Context: an optimization exercise on an open-source flow, tuned for small area. The choices shown serve that exercise and are no tape-out recipe.
The RTL was checked by simulation tests, not by an equivalence proof against the original design.
Power and IR drop assume default switching activity.

### design/flow/flow/run.sh
#!/bin/bash
# Own flow: the standard flow, except that
#  - the standard synthesis's combinational logic is mapped again by ABC for
#    area (flow/remap.tcl); the flip-flops are kept as they are (same
#    instances, names and cells);
#  - the port buffers that global placement inserts are buf_1.
# Each tool's output goes to a log file of its own in the work folder.
set -euo pipefail
W=$(pwd)
R=$W/orfs/results/$FLOW_PLATFORM/uart_top/base
LIB=$FLOW_HOME/platforms/$FLOW_PLATFORM/lib/sky130_fd_sc_hd__tt_025C_1v80.lib
YOSYS=$FLOW_HOME/../tools/install/yosys/bin/yosys
[ -x "$YOSYS" ] || YOSYS=yosys

bash standard.sh synth > "$W/1_standard_synth.log" 2>&1
cp "$R/1_2_yosys.v" "$W/1_standard_yosys.v"

REMAP_LIB=$LIB REMAP_IN=$W/1_standard_yosys.v REMAP_TOP=$FLOW_TOP \
REMAP_OUT=$W/1_remap.v REMAP_STAT=$W/1_remap_stat.txt \
  "$YOSYS" -c "$W/flow/remap.tcl" > "$W/1_remap.log" 2>&1

cp "$W/1_remap.v" "$R/1_2_yosys.v"
rm -f "$R/1_synth.odb" "$R/1_synth.sdc"
bash standard.sh synth > "$W/1_remap_synth_odb.log" 2>&1

bash standard.sh BUFFER_PORTS_ARGS="-buffer_cell sky130_fd_sc_hd__buf_1" CTS_ARGS="-buf_list sky130_fd_sc_hd__clkbuf_4 -root_buf sky130_fd_sc_hd__clkbuf_4 -sink_clustering_enable -sink_clustering_size 30 -sink_clustering_max_diameter 200 -dont_use_dummy_load -repair_clock_nets" finish > "$W/2_finish.log" 2>&1
### design/flow/flow/remap.tcl
# Re-map the combinational logic of the standard synthesis netlist for area.
# The flip-flops stay as they are (same instances, names and cells). Several
# ABC scripts are tried and the smallest result is kept.
set lib $::env(REMAP_LIB)
yosys read_liberty -ignore_miss_func -ignore_miss_dir $lib
yosys read_verilog $::env(REMAP_IN)
yosys hierarchy -top $::env(REMAP_TOP)
set ffcells {dfrtp_1 dfrtp_2 dfrtp_4 dfrtn_1 dfstp_1 dfstp_2 dfstp_4 dfxtp_1 dfxtp_2 dfxtp_4 dfxbp_1 dfxbp_2 dfrbp_1 dfrbp_2 dfsbp_1 dfsbp_2 dfbbp_1 dfbbn_1 dfbbn_2 edfxtp_1 edfxbp_1 sdfxtp_1 conb_1}
foreach c $ffcells { catch { yosys blackbox sky130_fd_sc_hd__$c } }
yosys flatten
yosys rename -hide w:*.* x:* %d
yosys opt -purge
yosys design -save base
set scripts {
  {+strash;dch,-f;amap;strash;dch,-f;amap;topo}
  {+strash;dch,-f;map,-a;strash;dch,-f;amap;topo}
  {+strash;dch,-f;amap;topo}
  {+strash;dc2;dch,-f;amap;strash;dch,-f;amap;topo}
  {+strash;&get,-n;&dch,-f;&nf,-a;&put;strash;dch,-f;amap;topo}
  {}
}
set best_area 1e30
set rounds 6
if { [info exists ::env(REMAP_ROUNDS)] } { set rounds $::env(REMAP_ROUNDS) }
for { set r 0 } { $r < $rounds } { incr r } {
  set round_best_area $best_area
  set i 0
  foreach s $scripts {
    yosys design -load base
    if { $s eq "" } {
      yosys abc -liberty $lib -dont_use sky130_fd_sc_hd__lpflow_bleeder_1 -dont_use sky130_fd_sc_hd__lpflow_clkbufkapwr_1 -dont_use sky130_fd_sc_hd__lpflow_clkbufkapwr_16 -dont_use sky130_fd_sc_hd__lpflow_clkbufkapwr_2 -dont_use sky130_fd_sc_hd__lpflow_clkbufkapwr_4 -dont_use sky130_fd_sc_hd__lpflow_clkbufkapwr_8 -dont_use sky130_fd_sc_hd__lpflow_clkinvkapwr_1 -dont_use sky130_fd_sc_hd__lpflow_clkinvkapwr_16 -dont_use sky130_fd_sc_hd__lpflow_clkinvkapwr_2 -dont_use sky130_fd_sc_hd__lpflow_clkinvkapwr_4 -dont_use sky130_fd_sc_hd__lpflow_clkinvkapwr_8 -dont_use sky130_fd_sc_hd__lpflow_decapkapwr_12 -dont_use sky130_fd_sc_hd__lpflow_decapkapwr_3 -dont_use sky130_fd_sc_hd__lpflow_decapkapwr_4 -dont_use sky130_fd_sc_hd__lpflow_decapkapwr_6 -dont_use sky130_fd_sc_hd__lpflow_decapkapwr_8 -dont_use sky130_fd_sc_hd__lpflow_inputiso0n_1 -dont_use sky130_fd_sc_hd__lpflow_inputiso0p_1 -dont_use sky130_fd_sc_hd__lpflow_inputiso1n_1 -dont_use sky130_fd_sc_hd__lpflow_inputiso1p_1 -dont_use sky130_fd_sc_hd__lpflow_inputisolatch_1 -dont_use sky130_fd_sc_hd__lpflow_isobufsrc_1 -dont_use sky130_fd_sc_hd__lpflow_isobufsrc_16 -dont_use sky130_fd_sc_hd__lpflow_isobufsrc_2 -dont_use sky130_fd_sc_hd__lpflow_isobufsrc_4 -dont_use sky130_fd_sc_hd__lpflow_isobufsrc_8 -dont_use sky130_fd_sc_hd__lpflow_isobufsrckapwr_16 -dont_use sky130_fd_sc_hd__lpflow_lsbuf_lh_hl_isowell_tap_1 -dont_use sky130_fd_sc_hd__lpflow_lsbuf_lh_hl_isowell_tap_2 -dont_use sky130_fd_sc_hd__lpflow_lsbuf_lh_hl_isowell_tap_4 -dont_use sky130_fd_sc_hd__lpflow_lsbuf_lh_isowell_4 -dont_use sky130_fd_sc_hd__lpflow_lsbuf_lh_isowell_tap_1 -dont_use sky130_fd_sc_hd__lpflow_lsbuf_lh_isowell_tap_2 -dont_use sky130_fd_sc_hd__lpflow_lsbuf_lh_isowell_tap_4 -dont_use sky130_fd_sc_hd__probe_p_8 -dont_use sky130_fd_sc_hd__probec_p_8 
    } else {
      yosys abc -liberty $lib -dont_use sky130_fd_sc_hd__lpflow_bleeder_1 -dont_use sky130_fd_sc_hd__lpflow_clkbufkapwr_1 -dont_use sky130_fd_sc_hd__lpflow_clkbufkapwr_16 -dont_use sky130_fd_sc_hd__lpflow_clkbufkapwr_2 -dont_use sky130_fd_sc_hd__lpflow_clkbufkapwr_4 -dont_use sky130_fd_sc_hd__lpflow_clkbufkapwr_8 -dont_use sky130_fd_sc_hd__lpflow_clkinvkapwr_1 -dont_use sky130_fd_sc_hd__lpflow_clkinvkapwr_16 -dont_use sky130_fd_sc_hd__lpflow_clkinvkapwr_2 -dont_use sky130_fd_sc_hd__lpflow_clkinvkapwr_4 -dont_use sky130_fd_sc_hd__lpflow_clkinvkapwr_8 -dont_use sky130_fd_sc_hd__lpflow_decapkapwr_12 -dont_use sky130_fd_sc_hd__lpflow_decapkapwr_3 -dont_use sky130_fd_sc_hd__lpflow_decapkapwr_4 -dont_use sky130_fd_sc_hd__lpflow_decapkapwr_6 -dont_use sky130_fd_sc_hd__lpflow_decapkapwr_8 -dont_use sky130_fd_sc_hd__lpflow_inputiso0n_1 -dont_use sky130_fd_sc_hd__lpflow_inputiso0p_1 -dont_use sky130_fd_sc_hd__lpflow_inputiso1n_1 -dont_use sky130_fd_sc_hd__lpflow_inputiso1p_1 -dont_use sky130_fd_sc_hd__lpflow_inputisolatch_1 -dont_use sky130_fd_sc_hd__lpflow_isobufsrc_1 -dont_use sky130_fd_sc_hd__lpflow_isobufsrc_16 -dont_use sky130_fd_sc_hd__lpflow_isobufsrc_2 -dont_use sky130_fd_sc_hd__lpflow_isobufsrc_4 -dont_use sky130_fd_sc_hd__lpflow_isobufsrc_8 -dont_use sky130_fd_sc_hd__lpflow_isobufsrckapwr_16 -dont_use sky130_fd_sc_hd__lpflow_lsbuf_lh_hl_isowell_tap_1 -dont_use sky130_fd_sc_hd__lpflow_lsbuf_lh_hl_isowell_tap_2 -dont_use sky130_fd_sc_hd__lpflow_lsbuf_lh_hl_isowell_tap_4 -dont_use sky130_fd_sc_hd__lpflow_lsbuf_lh_isowell_4 -dont_use sky130_fd_sc_hd__lpflow_lsbuf_lh_isowell_tap_1 -dont_use sky130_fd_sc_hd__lpflow_lsbuf_lh_isowell_tap_2 -dont_use sky130_fd_sc_hd__lpflow_lsbuf_lh_isowell_tap_4 -dont_use sky130_fd_sc_hd__probe_p_8 -dont_use sky130_fd_sc_hd__probec_p_8  -script $s
    }
    yosys opt_clean -purge
    yosys read_liberty -lib -ignore_redef -ignore_miss_func -ignore_miss_dir $lib
    set f $::env(REMAP_STAT).try
    yosys tee -q -o $f stat -liberty $lib
    set fh [open $f]; set txt [read $fh]; close $fh
    regexp {Chip area for module '[^']*': ([0-9.]+)} $txt -> area
    puts "remap round $r try $i: area $area script {$s}"
    if { $area < $best_area } { set best_area $area; set best "$r/$i"; yosys design -save best }
    incr i
  }
  if { $best_area >= $round_best_area } { break }
  # the next round starts from the best netlist so far, as plain gates
  yosys design -load best
  yosys read_liberty -overwrite -ignore_miss_func -ignore_miss_dir $lib
  foreach c $ffcells { catch { yosys blackbox sky130_fd_sc_hd__$c } }
  yosys flatten
  yosys rename -hide w:*.* x:* %d
  yosys opt -purge
  yosys design -save base
}
puts "remap: keeping try $best, area $best_area"
yosys design -load best
yosys hilomap -singleton -hicell sky130_fd_sc_hd__conb_1 HI -locell sky130_fd_sc_hd__conb_1 LO
yosys insbuf -buf sky130_fd_sc_hd__buf_4 A X
yosys check -assert -mapped
yosys tee -o $::env(REMAP_STAT) stat -liberty $lib
yosys write_verilog -noattr -nohex -nodec $::env(REMAP_OUT)
### design/flow/standard.sh
#!/bin/bash
# synth_recipe.tcl (not shown) runs the flow's synth.tcl, then flattens the netlist and writes it again
# the make line also repeats each setting of config.mk as NAME=value (left out here)
make -C /OpenROAD-flow-scripts/flow DESIGN_CONFIG=/design/flow/config.mk WORK_HOME=/design/flow/orfs CLKGATE_MAP_FILE= SYNTH_SCRIPT=/design/flow/synth_recipe.tcl "${@:-finish}"
### design/flow/config.mk
export PLATFORM = sky130hd
export DESIGN_NAME = uart_top
export DESIGN_NICKNAME = uart_top
export VERILOG_FILES = /design/flow/design.v
export SDC_FILE = /design/flow/constraint.sdc
export NUM_CORES = 4
export LEC_CHECK = 0
export CAP_MARGIN = 20
export CORE_MARGIN = 2
export CORE_UTILIZATION = 40
export CTS_BUF_LIST = sky130_fd_sc_hd__clkbuf_4
export CTS_CLUSTER_SIZE = 20
export SLEW_MARGIN = 20
### design/flow/constraint.sdc
create_clock -name core_clock -period 20.0 [get_ports {clk}]
set_input_delay 4.0000 -clock core_clock [delete_from_list [all_inputs] [get_ports {clk}]]
set_output_delay 4.0000 -clock core_clock [all_outputs]
set_load 0.01 [all_outputs]
### design/flow/design.v
module uart_top
#(
    parameter sysclk = 50000000,
    parameter low_baudrate = 4800
)
(
    input  wire       clk,
    input  wire       rst,
    input  wire [2:0] sel,
    input  wire [7:0] tx_data_in,
    input  wire       tx_start,
    output reg        tx_out,
    output wire       tx_done,
    input  wire       rx_in,
    output wire       rx_done,
    output reg        flag,
    output reg  [7:0] rx_data_out
);
    localparam integer BASE = sysclk / low_baudrate;
    localparam integer W    = 14;              
    localparam [W-1:0] TB   = BASE;
    localparam [W-1:0] HB   = BASE >> 1;
    localparam [3:0] S_PAR = 4'd0, S_STOP = 4'd1, S_DONE = 4'd2,
                     S_IDLE = 4'd3, S_START = 4'd7, S_D0 = 4'd8;
    function [W-1:0] inc;
        input [W-1:0] c;
        input [W-1:0] s;
        integer i;
        reg cy;
        begin
            cy = 1'b0;
            for (i = 0; i < W; i = i + 1) begin
                cy = s[i] | cy;
                inc[i] = c[i] ^ cy;
                cy = cy & c[i];
            end
        end
    endfunction
    reg [W-1:0] step, hi;
    integer k;
    always @* begin
        for (k = 0; k < W; k = k + 1) begin
            step[k] = (sel == k);
            hi[k]   = (k >= sel);
        end
    end
    wire [W-1:0] tm = TB & hi;         
    wire [W-1:0] hm = HB & hi;         
    reg  [W-1:0] b;
    wire [W-1:0] bn   = inc(b, step);
    wire         tick = ~|b;
    always @(posedge clk)
        if (rst || &(bn | ~tm)) b <= 0;
        else                    b <= bn;
    reg  [3:0] ts;
    reg  [7:0] td;
    wire t_ready = (ts[3:1] == 3'b001);            
    assign tx_done = (ts == S_DONE);
    wire t_bit = td[ts[2:0]];
    always @(posedge clk)
        if (t_ready) td <= tx_data_in;
        else if (tick && ts[3] && ts[2:0] != 3'd0) td[0] <= td[0] ^ t_bit;
    always @(posedge clk or posedge rst)
        if (rst) begin
            ts <= S_IDLE; tx_out <= 1'b1;
        end else begin
            if (ts[3])             tx_out <= t_bit;
            else if (ts == S_PAR)  tx_out <= td[0];
            else                   tx_out <= (ts != S_START);
            if (t_ready)   ts <= tx_start ? S_START : S_IDLE;
            else if (tick) ts <= ts + 4'd1;
        end
    reg  [3:0]   rs;
    reg  [W-1:0] rc;
    reg  [7:0]   rd;
    wire r_ready = (rs[3:1] == 3'b001);            
    wire r_start = (rs == S_START);
    wire hitt    = &(rc | ~tm);
    wire hith    = &(rc | ~hm);
    assign rx_done = (rs == S_DONE);
    always @(posedge clk)
        if (r_ready || (r_start ? hith : hitt)) rc <= 0;
        else                                    rc <= inc(rc, step);
    always @(posedge clk)
        if (hitt && rs[3]) rd <= {rx_in, rd[7:1]};
    reg rp;                                        
    always @(posedge clk)
        if (r_ready)            rp <= 1'b0;
        else if (hitt && rs[3]) rp <= rp ^ rx_in;
    always @(posedge clk or posedge rst)
        if (rst) begin
            rs <= S_IDLE; flag <= 1'b0; rx_data_out <= 8'd0;
        end else begin
            if (r_ready)
                rs <= rx_in ? S_IDLE : S_START;
            else if (r_start) begin
                if (hith) rs <= rx_in ? S_IDLE : S_D0;
            end else if (hitt) begin
                rs <= rs + 4'd1;
                if (rs == S_PAR)  flag <= rx_in ^ rp;
                if (rs == S_STOP) rx_data_out <= rd;
            end
        end
endmodule
==> results of run 1 <==
worst max path at each step:
stage	startpoint	to	slack, ps	cells past startpoint
after floorplan	sel[2]	b[0]$_SDFF_PP0_	12420	26
after detailed placement	sel[2]	b[3]$_SDFF_PP0_	11890	28
after global placement	sel[2]	b[0]$_SDFF_PP0_	12110	28
final	sel[2]	b[3]$_SDFF_PP0_	12300	28
after global routing	sel[2]	b[1]$_SDFF_PP0_	11750	28
after CTS	sel[2]	b[3]$_SDFF_PP0_	12300	28
per-stage QoR:
step	util	power (mW)	std cells	setup slack [ps]
2_1_floorplan	-	0.2447	271	12420
3_3_place_gp	0.4409	0.2630	376	12110
4_1_cts	0.4525	0.3244	385	12300
3_5_place_dp	0.4417	0.2649	376	11890
6_report	0.4525	0.3208	385	12300
5_1_grt	0.4525	0.3467	385	11750
routing by layer:
layer	vias to the layer above	global-route usage
met5	-	0
met4	0	0.08211
met3	4	0.05341
met2	39	0.2124
met1	888	0.1895
li1	1041	-
sequential cells by signal (all words and copies together), names as in the netlist:
register,count
flag,1
td,8
rs,4
ts,4
b,14
rc,14
rx_data_out,8
tx_out,1
rp,1
rd,8
worst max-delay path, cell delays in order:
cell	delay, ps
buf_1	200
clkinv_1	200
and3_1	210
o21a_1	200
o21a_1	200
o21a_1	180
or2_0	240
nand2_1	90
nand2b_1	70
nand2_1	70
o21ai_0	90
nand2_1	90
o21ai_0	90
nand2_1	100
clkinv_1	70
nand2_1	80
clkinv_1	70
nand2_1	80
clkinv_1	70
nand2_1	80
clkinv_1	70
nand2_1	80
o21ai_0	120
a211oi_1	220
o21ai_0	100
o21ai_0	550
buf_4	280
nor3_1	60
layout make-up:
type / instances / area [um2] / share of cell area
multi-input combinational: 181 / 944.7 / 0.3326
sequential: 63 / 1518 / 0.5344
tap: 77 / 96.34 / 0.03392
clock buffer: 9 / 67.56 / 0.02379
timing repair buffer: 28 / 112.6 / 0.03965
inverter: 27 / 101.3 / 0.03568
power groups by stage:
stage,clock network [mW],logic (mW),registers (mW)
floorplan,0,0.0637,0.181
global placement,0,0.0781,0.185
detailed placement,0,0.0798,0.185
CTS,0.0619,0.0801,0.182
global route,0.0682,0.0924,0.186
finish,0.0590,0.0794,0.182
==> out/summary.txt, run 1 <==
Status = finished clean
Initial antenna violation count = 0
Vias after detailed routing = 1972
Total Routing Usage GR = 0.1468
Initial Utilization = 0.4076
Met1 wire length = 2322 um
TritonCTS clock tree = yes
Synthesized instance count = 271
Grt total ovfl = 0
Dpl cell area = 0.002773 mm2
Layout area overhead = 11.00%
Global-route wire length before repair = 8121 um
I/O Pins = 27
Vias per cell = 5.122
Data arrival, critical path = 7970 ps
Power share of the sequential group = 0.569
Crit-path max FO = 8
Hold Startpoint = rd[4]$_DFFE_PP_
Final setup viols = 0
Slew margin rel. = 0.5152
Routed WL = 4709 um
Combinational share of power = 0.248
H-tree levels = 3
Die Area = 0.007053 mm2
Setup TNS = 0 ps
Drt wl/cell = 12.23 um
Clk Latency, worst-skew pair = 390 ps
Port bufs = 26
WHS = 458.1 ps
Fraction of layout cells with a size suffix above 1 = 0.05519
Metal2 WL = 2113 um
Critical Path Source Type = primary input
Most common cell after layout, fill and taps aside = nor2_1
Final net count = 325
Max Clk Rate = 0.1299 GHz
Routed wl met3 = 227 um
DIE HEIGHT = 83.98 um
Post-Syn Nets = 286
Max Slew Vio Count = 0
FP Rows = 29
Synthesized area = 0.002559 mm2
Drt first pass iters = 4
ANT cells = 0
Setup crit end kind = flip-flop
Post-layout minimum cycle time = 7696 ps
Root buf cell = clkbuf_4
CTS sink cnt = 63
FF-to-FF Start = b[0]$_SDFF_PP0_
DP HPWL = 3466 um
Fin crit share = 0.3848
Setup CP Type = primary input to flip-flop
Final Hold Viols = 0
Bufs on Longest Clock Path = 2
CTS hold repair buffers = 0
Max layer used = met4
Final antenna-violating net count = 0
RSZ-0062 raised after global routing = false
Area of the core = 0.006277 mm2
Number of remaining DRC errors = 0
Final Cell Area = 0.002840 mm2
Psw = 0.1037 mW
Min-Delay Endpoint = rd[3]$_DFFE_PP_
Max-cap violations = 0
Sw Ratio = 0.3232
FF-to-FF End = b[3]$_SDFF_PP0_
Most frequent cells in the layout = nor2_1, dfxtp_1, nor3_1
Internal power = 0.2171 mW
Worst R2R Path Depth = 26
FILL cells = 624
Skew final = 17.19 ps
Hold depth = 0
Total setup buffers inserted after CTS = 0
Maximum VDD drop = 56.23 uV
Cell Pwr Density = 112.9 mW/mm2
Clock share of power = 0.184
Drt initial violations = 70
Placer congestion estimate = 0.8244
Clock transition at path regs = 80 ps
Largest net degree at the start of global routing = 20
CP required = 20270 ps
Avg Cell Area, Syn = 9.442 um2
Worst min-delay path category = flip-flop to flip-flop
TritonCTS buffer count = 9
Synth warn = 1
FF-to-FF setup slack = 16010 ps
Vias in the first global route = 1788
Post-cts sizing count = 0
Worst slew pin tran = 724.6 ps
Die width = 83.98 um
Leak pwr = 1.051 nW
==> run 2: changes to the inputs <==
--- a/design/flow/config.mk
+++ b/design/flow/config.mk
@@ -5,9 +5,9 @@
 export SDC_FILE = /design/flow/constraint.sdc
 export NUM_CORES = 4
 export LEC_CHECK = 0
-export CAP_MARGIN = 20
+export CAP_MARGIN = 0
 export CORE_MARGIN = 2
 export CORE_UTILIZATION = 40
 export CTS_BUF_LIST = sky130_fd_sc_hd__clkbuf_4
 export CTS_CLUSTER_SIZE = 20
-export SLEW_MARGIN = 20
+export SLEW_MARGIN = 0
==> run 2 against run 1 <==
Critical path depth unchanged. Global-route usage decreased by 0.30 points. Power about the same. Register-to-register slack got worse by 50 ps. Sequential power about the same. Sequential share of layout area increased by 0.094 points. Critical path type unchanged. Largest power group unchanged. Count of clock-buffer cells in the layout unchanged. Hold slack got worse by 11 ps.
==> out/summary.txt, run 2 <==
Final setup viols = 0
Synthesized instance count = 271
Die Area = 0.007053 mm2
Final antenna-violating net count = 0
TritonCTS clock tree = yes
CP max stage delay = 600 ps
Post-layout minimum cycle time = 7720 ps
Worst slew pin tran = 1133 ps
Skew final = 23.50 ps
Root buf cell = clkbuf_4
Clk Latency, worst-skew pair = 410 ps
Most common cell after layout, fill and taps aside = nor2_1
Synth warn = 1
CP required = 20280 ps
Fin crit share = 0.3860
Post-route insts no fill = 385
Min-Delay Endpoint = rd[1]$_DFFE_PP_
Max Clk Rate = 0.1295 GHz
Port bufs = 26
Max Slew Vio Count = 0
Avg Cell Area, Syn = 9.442 um2
Total setup buffers inserted after CTS = 0
Placed insts = 376
Synthesized area = 0.002559 mm2
Layout area overhead = 10.81%
TritonCTS buffer count = 9
Drt first pass iters = 6
Post-cts sizing count = 0
Worst R2R Path Depth = 26
Die width = 83.98 um
CP top delay family = compound AO/OA/AOI/OAI gates
CTS sink cnt = 63
Final Hold Viols = 0
Slew margin rel. = 0.2431
Data arrival, critical path = 8000 ps
FF-to-FF setup slack = 15960 ps
Most used cell, CP = nand2_1
ANT cells = 0
Initial Utilization = 0.4076
Drt wl/cell = 12.11 um
Final net count = 325
Cell Pwr Density = 113.2 mW/mm2
Grt total ovfl = 0
DIE HEIGHT = 83.98 um
Total power = 0.3210 mW
Routed WL = 4664 um
Setup TNS = 0 ps
Bufs on Longest Clock Path = 2
Vias after detailed routing = 1984
Clock transition at path regs = 100 ps
I/O Pins = 27
Max-cap violations = 0
Area of the core = 0.006277 mm2
FP Rows = 29
Worst path buffer plus inverter count = 7
WHS = 447.2 ps
RSZ-0062 raised after global routing = false
Vias in the first global route = 1752
Number of remaining DRC errors = 0
Leak pwr = 1.050 nW
Maximum VDD drop = 56.84 uV
Hold Startpoint = rd[2]$_DFFE_PP_
Hold depth = 0
Fraction of layout cells with a size suffix above 1 = 0.05195
CTS hold repair buffers = 0
Critical Path Source Type = primary input
DP HPWL = 3430 um
Placer congestion estimate = 0.8244
Layout Utilization = 0.4517
Largest net degree at the start of global routing = 20
Total Routing Usage GR = 0.1438
H-tree levels = 3
Setup crit end kind = flip-flop
Largest registers = b: 14 flops, rc: 14 flops
Post-Syn Nets = 286
Vias per cell = 5.153
Most frequent cells in the layout = nor2_1, dfxtp_1, nor3_1
Status = finished clean
Worst min-delay path category = flip-flop to flip-flop
Global-route wire length before repair = 7962 um
FF-to-FF Start = b[0]$_SDFF_PP0_
Initial antenna violation count = 0
Drt initial violations = 99
FF-to-FF End = b[3]$_SDFF_PP0_
Slowest-stage cell, CP = o21ai_0
Setup CP Type = primary input to flip-flop
Crit-path max FO = 8
## run 2: changes by cell type in the layout (fill, tap and decap cells not counted)
cell	before	now
nor3b_2	1	0
nor3b_1	0	1
## run 2: worst reg2reg max path, cell delays in order, from the launching register on
cell,delay (ps)
dfxtp_1,330
and3_1,200
o21a_1,200
o21a_1,200
o21a_1,180
or2_0,240
nand2_1,90
nand2b_1,60
nand2_1,70
o21ai_0,90
nand2_1,90
o21ai_0,100
nand2_1,100
clkinv_1,70
nand2_1,80
clkinv_1,70
nand2_1,80
clkinv_1,70
nand2_1,80
clkinv_1,70
nand2_1,80
o21ai_0,120
a211oi_1,220
o21ai_0,100
o21ai_0,600
buf_4,280
nor3_1,60
## run 2: layer usage
metal	GRT usage	routed length (um)
met3	0.04055	192
met2	0.2029	2025
met4	0.08651	112
met1	0.1951	2334
met5	0	0
## run 2: where the power goes
part	switching, mW	internal (mW)
Clock	0.0385	0.0209
Combinational	0.0464	0.0329
Sequential	0.0191	0.163
## run 2: how the worst max path moves through the flow
stage | end | startpoint | depth (start not counted) | slack [ps]
after floorplan | b[0]$_SDFF_PP0_ | sel[2] | 26 | 12420
after global placement | b[0]$_SDFF_PP0_ | sel[2] | 28 | 12110
after detailed placement | b[0]$_SDFF_PP0_ | sel[2] | 28 | 11920
after CTS | b[3]$_SDFF_PP0_ | sel[2] | 28 | 12330
after global routing | b[3]$_SDFF_PP0_ | sel[2] | 28 | 11750
final | b[3]$_SDFF_PP0_ | sel[2] | 28 | 12280
## run 2: area by class of cell
cell class	count	area, um2
Clock buffer	9	67.56
Fill cell	624	3442
Inverter	27	101.3
Multi-Input combinational cell	181	939.7
Sequential cell	63	1518
Tap cell	77	96.34
Timing Repair Buffer	28	112.6
## run 2: per-stage QoR
stage	setup WS, ps	cell area [um2]
after floorplan	12420	2559
after global placement	12110	2768
after detailed placement	11920	2768
after CTS	12330	2835
after global routing	11750	2835
final	12280	2835
==> run 3: changes to the inputs <==
--- a/design/flow/flow/remap.tcl
+++ b/design/flow/flow/remap.tcl
@@ -18,6 +18,10 @@
   {+strash;dc2;dch,-f;amap;strash;dch,-f;amap;topo}
   {+strash;&get,-n;&dch,-f;&nf,-a;&put;strash;dch,-f;amap;topo}
   {}
+  {+strash;&get,-n;&deepsyn,-T,30;&put;dch,-f;amap;strash;dch,-f;amap;topo}
+  {+strash;&get,-n;&synch2;&dc2;&put;dch,-f;amap;topo}
+  {+strash;ifraig;dc2;dch,-f;map,-a;mfs;strash;dch,-f;amap;topo}
+  {+strash;dch,-f;amap,-F,1000;strash;dch,-f;amap;topo}
 }
 set best_area 1e30
 set rounds 6
--- a/design/flow/config.mk
+++ b/design/flow/config.mk
@@ -5,9 +5,9 @@
 export SDC_FILE = /design/flow/constraint.sdc
 export NUM_CORES = 4
 export LEC_CHECK = 0
-export CAP_MARGIN = 0
+export CAP_MARGIN = 20
 export CORE_MARGIN = 2
 export CORE_UTILIZATION = 40
 export CTS_BUF_LIST = sky130_fd_sc_hd__clkbuf_4
 export CTS_CLUSTER_SIZE = 20
-export SLEW_MARGIN = 0
+export SLEW_MARGIN = 20
==> run 3 against run 2 <==
Die area is 0.70% lower. Synthesized cell count is 2.6% lower. Global-route usage up 0.41 points. Hold slack got worse by 2.9 ps. Sequential share of layout area is 0.36 points higher. Synthesized area down 0.73%. Setup slack better by 770 ps. Clock skew increased by 3.8 ps. Cell area is 0.66% lower. Utilization about the same. Routed wire length rose by 1.5%.
==> out/summary.txt, run 3 <==
Fraction of layout cells with a size suffix above 1 = 0.05333
Min-Delay Endpoint = rd[6]$_DFFE_PP_
Power share of the sequential group = 0.571
Hold depth = 0
Max layer used = met4
Slew margin rel. = 0.4367
Clock share of power = 0.184
Maximum VDD drop = 63.25 uV
Final setup viols = 0
Storage element area = 0.001518 mm2
Most common cell after layout, fill and taps aside = nor2_1
FF-to-FF setup slack = 16570 ps
Vias in the first global route = 1854
Final Hold Viols = 0
Status = finished clean
Hold Startpoint = rd[7]$_DFFE_PP_
Total setup buffers inserted after CTS = 0
Skew final = 27.29 ps
TritonCTS buffer count = 9
Post-route insts no fill = 377
Internal power = 0.2127 mW
Placed insts = 368
Post-Syn Nets = 279
Global-route wire length before repair = 8176 um
Psw = 0.1005 mW
Setup crit end kind = flip-flop
WHS = 444.2 ps
Fin crit share = 0.3473
Largest registers = b: 14 flops, rc: 14 flops
Leak pwr = 1.007 nW
Worst slew pin tran = 841.8 ps
TritonCTS clock tree = yes
Synth warn = 1
Most frequent cells in the layout = nor2_1, clkinv_1, dfxtp_1
Die Area = 0.007003 mm2
Synthesized area = 0.002540 mm2
Initial Utilization = 0.4070
Final net count = 317
Die width = 83.69 um
Drt first pass iters = 4
Setup TNS = 0 ps
Drt wl/cell = 12.56 um
FILL cells = 611
Largest net degree at the start of global routing = 20
Metal2 WL = 2167 um
DIE HEIGHT = 83.69 um
Post-cts sizing count = 0
Setup CP Type = primary input to flip-flop
Clock transition at path regs = 90 ps
Sw Ratio = 0.3208
Area of the core = 0.006241 mm2
Vias after detailed routing = 1949
Met1 wire length = 2290 um
Fin worst setup slack = 13050 ps
Max-cap violations = 0
Bufs on Longest Clock Path = 2
DP HPWL = 3490 um
FP Rows = 29
Grt total ovfl = 0
Routed wl met3 = 176 um
Worst R2R Path Depth = 14
Final antenna-violating net count = 0
Combined area of the multi-input logic cells = 917.1 um2
Cell Pwr Density = 111.2 mW/mm2
CP required = 20270 ps
Synthesized instance count = 264
Max Clk Rate = 0.1440 GHz
Placer congestion estimate = 0.8424
Total power = 0.3132 mW
Number of remaining DRC errors = 0
Initial antenna violation count = 0
CTS sink cnt = 63
Clk Latency, worst-skew pair = 390 ps
Total Routing Usage GR = 0.1479
Drt initial violations = 83
Dpl cell area = 0.002749 mm2
Routed WL = 4736 um
Avg Cell Area, Syn = 9.621 um2
RSZ-0062 raised after global routing = false
ANT cells = 0
Critical Path Source Type = primary input
Vias per cell = 5.170
FF-to-FF End = rx_data_out[4]$_DFFE_PP0P_
Layout area overhead = 10.89%
Port bufs = 26
FF-to-FF Start = b[0]$_SDFF_PP0_
Root buf cell = clkbuf_4
CTS hold repair buffers = 0
H-tree levels = 3
Max Slew Vio Count = 0
Final Cell Area = 0.002816 mm2
Post-layout minimum cycle time = 6946 ps
Combinational share of power = 0.246
Place WS = 12700 ps
Data arrival, critical path = 7220 ps
Worst min-delay path category = flip-flop to flip-flop
Layout Utilization = 0.4513
Crit-path max FO = 9
I/O Pins = 27
-- run 3: how the worst max path moves through the flow --
stage           start                         end  depth (start not counted)
6_report       sel[2]  rx_data_out[4]$_DFFE_PP0P_                         16
5_1_grt        sel[2]  rx_data_out[2]$_DFFE_PP0P_                         16
4_1_cts        sel[2]  rx_data_out[4]$_DFFE_PP0P_                         16
3_5_place_dp   sel[2]  rx_data_out[4]$_DFFE_PP0P_                         16
3_3_place_gp   sel[2]  rx_data_out[0]$_DFFE_PP0P_                         16
2_1_floorplan  sel[0]             b[1]$_SDFF_PP0_                         13
-- run 3: worst max-delay path, stage by stage --
cell	delay, ps
buf_1	240
nor2_1	90
o21ai_0	100
nor2b_1	100
o21a_1	200
o21a_1	180
nor2_1	180
clkinv_1	110
o21ai_0	220
nor2b_1	170
o2111ai_1	150
clkinv_1	100
nand4_1	120
nor2_1	530
clkinv_1	440
o22a_1	270
-- run 3: power by group through the flow --
| stage | clock network [mW] | registers, mW | logic [mW] |
|---|---|---|---|
| 2_1_floorplan | 0 | 0.178 | 0.0608 |
| 3_3_place_gp | 0 | 0.181 | 0.0748 |
| 3_5_place_dp | 0 | 0.182 | 0.0775 |
| 4_1_cts | 0.0601 | 0.179 | 0.0779 |
| 5_1_grt | 0.0661 | 0.182 | 0.0888 |
| 6_report | 0.0575 | 0.179 | 0.0770 |
-- run 3: layer usage --
metal  vias up  global-route usage
met2        29              0.2276
met4         0             0.07478
met5         -                   0
li1       1023                   -
met1       887              0.1820
met3        10             0.05539
-- run 3: cell type report --
class / count / area share
multi-input cells: 171 / 0.3256
clock buffers: 9 / 0.02399
flip-flops and latches: 63 / 0.5389
repair buffers: 27 / 0.03732
well taps: 77 / 0.03421
inverters: 30 / 0.03998
==> run 4: changes to the inputs <==
--- a/design/flow/design.v
+++ b/design/flow/design.v
@@ -55,21 +55,20 @@
     reg  [3:0] ts;
     reg  [7:0] td;
     wire t_ready = (ts[3:1] == 3'b001);            
-    assign tx_done = (ts == S_DONE);
+    assign tx_done = (ts == S_DONE) && !rst;
     wire t_bit = td[ts[2:0]];
     always @(posedge clk)
         if (t_ready) td <= tx_data_in;
         else if (tick && ts[3] && ts[2:0] != 3'd0) td[0] <= td[0] ^ t_bit;
     always @(posedge clk or posedge rst)
-        if (rst) begin
-            ts <= S_IDLE; tx_out <= 1'b1;
-        end else begin
-            if (ts[3])             tx_out <= t_bit;
-            else if (ts == S_PAR)  tx_out <= td[0];
-            else                   tx_out <= (ts != S_START);
-            if (t_ready)   ts <= tx_start ? S_START : S_IDLE;
-            else if (tick) ts <= ts + 4'd1;
-        end
+        if (rst)                   tx_out <= 1'b1;
+        else if (ts[3])            tx_out <= t_bit;
+        else if (ts == S_PAR)      tx_out <= td[0];
+        else                       tx_out <= (ts != S_START);
+    always @(posedge clk)
+        if (rst)                   ts <= S_IDLE;
+        else if (t_ready)          ts <= tx_start ? S_START : S_IDLE;
+        else if (tick)             ts <= ts + 4'd1;
     reg  [3:0]   rs;
     reg  [W-1:0] rc;
     reg  [7:0]   rd;
@@ -77,7 +76,7 @@
     wire r_start = (rs == S_START);
     wire hitt    = &(rc | ~tm);
     wire hith    = &(rc | ~hm);
-    assign rx_done = (rs == S_DONE);
+    assign rx_done = (rs == S_DONE) && !rst;
     always @(posedge clk)
         if (r_ready || (r_start ? hith : hitt)) rc <= 0;
         else                                    rc <= inc(rc, step);
@@ -87,18 +86,17 @@
     always @(posedge clk)
         if (r_ready)            rp <= 1'b0;
         else if (hitt && rs[3]) rp <= rp ^ rx_in;
+    always @(posedge clk)
+        if (rst)               rs <= S_IDLE;
+        else if (r_ready)      rs <= rx_in ? S_IDLE : S_START;
+        else if (r_start) begin
+            if (hith)          rs <= rx_in ? S_IDLE : S_D0;
+        end else if (hitt)     rs <= rs + 4'd1;
     always @(posedge clk or posedge rst)
         if (rst) begin
-            rs <= S_IDLE; flag <= 1'b0; rx_data_out <= 8'd0;
-        end else begin
-            if (r_ready)
-                rs <= rx_in ? S_IDLE : S_START;
-            else if (r_start) begin
-                if (hith) rs <= rx_in ? S_IDLE : S_D0;
-            end else if (hitt) begin
-                rs <= rs + 4'd1;
-                if (rs == S_PAR)  flag <= rx_in ^ rp;
-                if (rs == S_STOP) rx_data_out <= rd;
-            end
+            flag <= 1'b0; rx_data_out <= 8'd0;
+        end else if (hitt && !r_ready && !r_start) begin
+            if (rs == S_PAR)  flag <= rx_in ^ rp;
+            if (rs == S_STOP) rx_data_out <= rd;
         end
 endmodule
==> run 4 against run 3 <==
Clock power about the same. Largest power group unchanged. Routed wire length is 3.9% lower. Cell count is 0.27% higher. Sequential power is 19% lower. Clock skew decreased by 7.5 ps. Still clean on timing, DRC and antenna. Fmax down 18%. Global-route usage is 0.43 points lower. Die area is 1.1% lower. Flip-flop and latch count unchanged.
==> out/summary.txt, run 4 <==
Status = finished clean
Vias after detailed routing = 1988
Final antenna-violating net count = 0
Layout area overhead = 11.21%
Post-route insts no fill = 378
Skew final = 19.83 ps
Drt wl/cell = 12.04 um
Die Area = 0.006928 mm2
Placer congestion estimate = 0.7246
Fin worst setup slack = 11490 ps
Max-cap violations = 0
Worst path buffer plus inverter count = 2
Place WS = 11480 ps
TritonCTS clock tree = yes
Most common cell after layout, fill and taps aside = nor2_1
Root buf cell = clkbuf_4
Largest registers = b: 14 flops, rc: 14 flops
Vias in the first global route = 1813
Leak pwr = 0.9656 nW
Total setup buffers inserted after CTS = 0
Grt total ovfl = 0
Global-route wire length before repair = 8045 um
Min-Delay Endpoint = rd[6]$_DFFE_PP_
Routed WL = 4551 um
CTS hold repair buffers = 0
Max Slew Vio Count = 0
FF-to-FF End = b[8]$_SDFF_PP0_
Synth warn = 1
Hold depth = 0
TritonCTS buffer count = 9
Avg Cell Area, Syn = 9.440 um2
Worst min-delay path category = flip-flop to flip-flop
Setup CP Type = primary input to output pin
Setup TNS = 0 ps
Hold Startpoint = rd[7]$_DFFE_PP_
Synthesized instance count = 266
Initial antenna violation count = 0
Cell chain of the critical path = buf_1 > nor3_1 > buf_1
Slew margin rel. = 0.4652
Fin crit share = 0.4254
CP top delay family = buffers and inverters
Post-layout minimum cycle time = 8508 ps
Final Hold Viols = 0
Port bufs = 26
FP Rows = 28
FF-to-FF setup slack = 16180 ps
Die width = 83.24 um
FILL cells = 580
CP required = 16000 ps
Data arrival, critical path = 4510 ps
DIE HEIGHT = 83.24 um
Setup crit end kind = output pin
CP max stage delay = 190 ps
I/O Pins = 27
Vias per cell = 5.259
Fraction of layout cells with a size suffix above 1 = 0.04290
Cell Pwr Density = 82.69 mW/mm2
Worst slew pin tran = 799.2 ps
Maximum VDD drop = 40.62 uV
FF-to-FF Start = b[0]$_SDFF_PP0_
DP HPWL = 3361 um
Number of remaining DRC errors = 0
Final Cell Area = 0.002793 mm2
Initial Utilization = 0.4192
H-tree levels = 3
ANT cells = 0
Synthesized area = 0.002511 mm2
Post-cts sizing count = 0
Placed insts = 369
Critical Path Source Type = primary input
Slowest-stage cell, CP = nor3_1
Total Routing Usage GR = 0.1437
Max Clk Rate = 0.1175 GHz
CTS sink cnt = 63
RSZ-0062 raised after global routing = false
Worst R2R Path Depth = 23
Drt initial violations = 124
WHS = 444.1 ps
Dpl cell area = 0.002725 mm2
Most used cell, CP = buf_1
Crit-path max FO = 6
Final setup viols = 0
Largest net degree at the start of global routing = 17
Clock transition at path regs = 100 ps
Final net count = 320
Drt first pass iters = 4
Clk Latency, worst-skew pair = 380 ps
Bufs on Longest Clock Path = 2
Area of the core = 0.005991 mm2
Layout Utilization = 0.4662
Post-Syn Nets = 281
Most frequent cells in the layout = nor2_1, dfxtp_1, nor3_1
Total power = 0.2309 mW
-- run 4: area by class of cell --
type | count | area, um2 | area share
flip-flops and latches | 63 | 1473 | 0.5273
multi-input cells | 182 | 967.2 | 0.3463
repair buffers | 28 | 112.6 | 0.04032
well taps | 75 | 93.84 | 0.03360
inverters | 21 | 78.83 | 0.02823
clock buffers | 9 | 67.56 | 0.02419
-- run 4: per-layer routing --
metal	vias to the layer above	wire length, um	GRT usage
li1	1048	-	-
met1	902	2282	0.1864
met2	33	2026	0.2170
met3	5	193	0.04672
met4	0	48	0.06706
met5	-	0	0
-- run 4: worst max path at each step --
stage,start,to,slack [ps],depth (start not counted)
final,rst,rx_done,11490,3
after global routing,rst,rx_done,11400,3
after CTS,rst,rx_done,11480,3
after detailed placement,rst,rx_done,11480,3
after global placement,rst,rx_done,11550,3
after floorplan,rst,rx_done,11740,1
-- run 4: power breakdown --
group	switching (mW)	total (mW)	leakage (nW)	internal, mW
clock network	0.0367	0.0576	0.0414	0.0209
logic	0.0177	0.0280	0.335	0.0103
registers	0.00475	0.145	0.589	0.141

-- re-timing with driven ports --
Ports are ideal in the flow. The routed layouts listed here were re-timed in OpenROAD. Step 1 sets driving cells, clkbuf_16 on the clock port and buf_2 on the other inputs (assumed; they add their load-dependent delay and slew). Step 2 times the ports against the registers' clock, not the clock port: input delays grow and output delays shrink by t, the midpoint of the rising clock arrivals with the driver on. Three values: no drivers, after step 1, after step 2; two values: the first two.
run | t, ns | slack for setup (ns) | worst setup path at the end
run 1 | 0.409 | 12.304 / 12.310 / 11.900 | input to register
run 2 | 0.420 | 12.280 / 12.284 / 11.864 | input to register
run 3 | 0.398 | 13.054 / 13.055 / 12.656 | input to register
run 4 | 0.396 | 11.492 / 11.469 / 11.469 | input to output
After both steps setup and hold are still met in every run listed. For run 2, which loses most, drivers alone change the setup slack by +0.004 ns; drivers and shift together by -0.416 ns.
